Background: an optimization exercise with open tools, aiming at a short achievable clock period and few clock cycles per item. Do not read the settings as production practice. Only simulation tests tie the RTL to the original design; equivalence was not proved. The flow treats the clock pin as an ideal source, which a real chip does not have. Power is estimated from default activity; no workload was simulated.

// processor
module processor (
    input clk, reset,
    output [7:0] pc,
    input [31:0] instruction,
    output [31:0] Result,
    output result_valid
    );
Settings: LEC_CHECK=0, CAP_MARGIN=40, CORE_MARGIN=2, CORE_UTILIZATION=45, CTS_CLUSTER_DIAMETER=150, CTS_CLUSTER_SIZE=20, GPL_ROUTABILITY_DRIVEN=1, GPL_TIMING_DRIVEN=1, SETUP_SLACK_MARGIN=5, SLEW_MARGIN=60, SYNTH_HIERARCHICAL=1, TNS_END_PERCENT=100; clock period 10.0 ns.
standard.sh (not shown) runs the stock make flow with config.mk's settings and CLKGATE_MAP_FILE= SYNTH_SCRIPT=/design/flow/synth_recipe.tcl, a recipe that flattens the netlist after the stock synthesis.
==> flow/flow/run.sh <==
#!/bin/bash
# Layout: the standard flow (standard.sh) run in steps, with
#  - timing repair aimed well below the 10 ns clock (repair_timing's setup
#    margin on make's command line),
#  - one more round of timing repair after clock tree synthesis
#    (flow/repair.tcl),
#  - antenna diodes with a ratio margin after global routing
#    (flow/antenna.tcl), so detailed routing normally runs once,
#  - after placement, each flip-flop that drives an output port's buffer
#    moved next to that buffer (flow/outflops.tcl). The clock tree is built
#    afterwards as usual and reaches these flip-flops like all others.
#  - synthesis without the platform's adder mapping (ADDER_MAP_FILE empty:
#    adders are left to abc as plain gates instead of full/half adder
#    cells). Otherwise it is standard.sh's synthesis: the same registers.
# The SDC is the design's, unchanged. Each step logs to its own file here.
set -euo pipefail
M=6.7
R=orfs/results/sky130hd/processor/base
bash standard.sh SETUP_SLACK_MARGIN=$M ADDER_MAP_FILE= synth > make_synth.log 2>&1
bash standard.sh SETUP_SLACK_MARGIN=$M place > make_place.log 2>&1
RESULTS=$R openroad -exit flow/outflops.tcl > outflops.log 2>&1
bash standard.sh SETUP_SLACK_MARGIN=$M cts > make_cts.log 2>&1
RESULTS=$R SETUP_MARGIN=$M SLEW_M=0 CAP_M=0 openroad -exit flow/repair.tcl > repair.log 2>&1
bash standard.sh SETUP_SLACK_MARGIN=$M grt > make_grt.log 2>&1
RESULTS=$R openroad -exit flow/antenna.tcl > antenna.log 2>&1
bash standard.sh SETUP_SLACK_MARGIN=$M finish > make_finish.log 2>&1
Other scripts of this flow, unchanged in this note and not shown: flow/flow/antenna.tcl, flow/flow/outflops.tcl, flow/flow/repair.tcl
Testbench counts at the start, summed over its fixed seeds: cycles 130,468, instrs 128,000.
Then changed:
--- a/flow/design.v
+++ b/flow/design.v
@@ -67,21 +67,21 @@
     wire f_or  = f_alu & (f_f3 == 3'b110);
     wire f_nor = f_alu & (f_f3 == 3'b100);
     wire f_inv = f_sub | f_slt;
     wire f_sum = ~(f_slt | f_and | f_or | f_nor);
     wire [31:0] f_immv = f_iss ? {{20{ins[31]}}, ins[31:25], ins[11:7]}
                                : {{20{ins[31]}}, ins[31:20]};
     wire f_m1a = d_we & (d_rd == f_rs1);
     wire f_m1b = d_we & (d_rd == f_rs2);
     wire f_m2a = e_we & (e_rd == f_rs1);
     wire f_m2b = e_we & (e_rd == f_rs2);
-    assign stall = f_isl & (d_ld | d_slt) & f_m1a;
+    assign stall = f_isl & d_ld & f_m1a;
     integer k;
     reg [31:0] f_rd_oh, f_rs1_oh, f_rs2_oh;
     always @(*) begin
         for (k = 0; k < 32; k = k + 1) begin
             f_rd_oh[k]  = (f_rd  == k[4:0]);
             f_rs1_oh[k] = (f_rs1 == k[4:0]);
             f_rs2_oh[k] = (f_rs2 == k[4:0]);
         end
     end
     always @(posedge clk) begin
@@ -200,22 +200,28 @@
     WordSelPart nadd (.a (ca_s), .b ({ca_c[7:0], 1'b0}), .lo (add_lo), .hi (add_hi));
     WordSelPart nsub (.a (cb_s), .b ({cb_c[7:0], 1'b1}), .lo (sub_lo), .hi (sub_hi));
     wire [7:0]  sum_lo = e_cin ? sub_lo : add_lo;
     wire [31:0] sum_hi = e_cin ? sub_hi : add_hi;
     wire [8:0] lg = ({9{e_and}} & (a[8:0] & b[8:0]))
                   | ({9{e_or}}  & (a[8:0] | b[8:0]))
                   | ({9{e_nor}} & ~(a[8:0] | b[8:0]));
     wire [7:0]  lg_lo;
     wire [31:0] lg_hi;
     WordSelPart nlg (.a (lg), .b (ni), .lo (lg_lo), .hi (lg_hi));
-    assign n_sello = e_sum ? sum_lo : lg_lo;
-    assign n_selhi = e_sum ? sum_hi : lg_hi;
+    wire [7:0]  s0_lo, s1_lo;
+    wire [31:0] s0_hi, s1_hi;
+    WordSelPart ns0 (.a (9'd0), .b (ni), .lo (s0_lo), .hi (s0_hi));
+    WordSelPart ns1 (.a (9'd1), .b (ni), .lo (s1_lo), .hi (s1_hi));
+    wire [7:0]  slt_lo = lt ? s1_lo : s0_lo;
+    wire [31:0] slt_hi = lt ? s1_hi : s0_hi;
+    assign n_sello = e_sum ? sum_lo : e_slt ? slt_lo : lg_lo;
+    assign n_selhi = e_sum ? sum_hi : e_slt ? slt_hi : lg_hi;
     wire [127:0] ssel;
     WordSel nst (.a (a[8:0]), .b (e_off), .sel (ssel));
     wire [127:0] wsel = {128{e_st}} & ssel;
     wire [127:0] e_sel;
     WordSelJoin ejoin (.lo (e_sello), .hi (e_selhi), .sel (e_sel));
     DataMem dm (
         .clk (clk),
         .reset (rst_q),
         .wsel (wsel),
         .wdata (s),
After rerunning: First-iteration DRC count came out lower by 9.9%. Cell count came out higher by 0.76%. Global-route usage came out lower by 2.7 points. Core utilization came out lower by 0.11 points. Final area came out higher by 0.44%. Clock skew came out higher by 0.018 ns. Count of clock-buffer cells in the layout came out lower by 31. Worst hold slack degrades by 0.0082 ns. Power is about the same.
Testbench counts after the change, summed over its fixed seeds: cycles 130,094, instrs 128,000.

[port drivers added, routing unchanged]
The flow's constraints put no driver on any port. The routed layouts listed below were extracted and timed again, unchanged, in two steps. Step 1, drivers: a clkbuf_16 drives clk and a buf_2 each remaining input, both assumed. Step 2 adds t to the input delays and takes it off the output delays; t is the mean of the earliest and latest rising clock arrival at the registers after step 1. Input paths then give back, and output paths get back, about the clock's delay inside the block. Three values: ideal ports, drivers, drivers and shift; two values: the first two.
run | t (ns) | setup slack, ns | worst setup path after step 2 | clock arrival spread, ns
the first run | 1.152 | 6.473 / 6.337 / 5.577 | input to register | 0.115 / 0.115
the second run | 1.141 | 6.485 / 6.365 / 5.604 | input to register | 0.113 / 0.113
After both steps setup and hold are still met in every run listed. For the first run, which loses most, drivers alone change the setup slack by -0.136 ns; drivers and shift together by -0.896 ns.
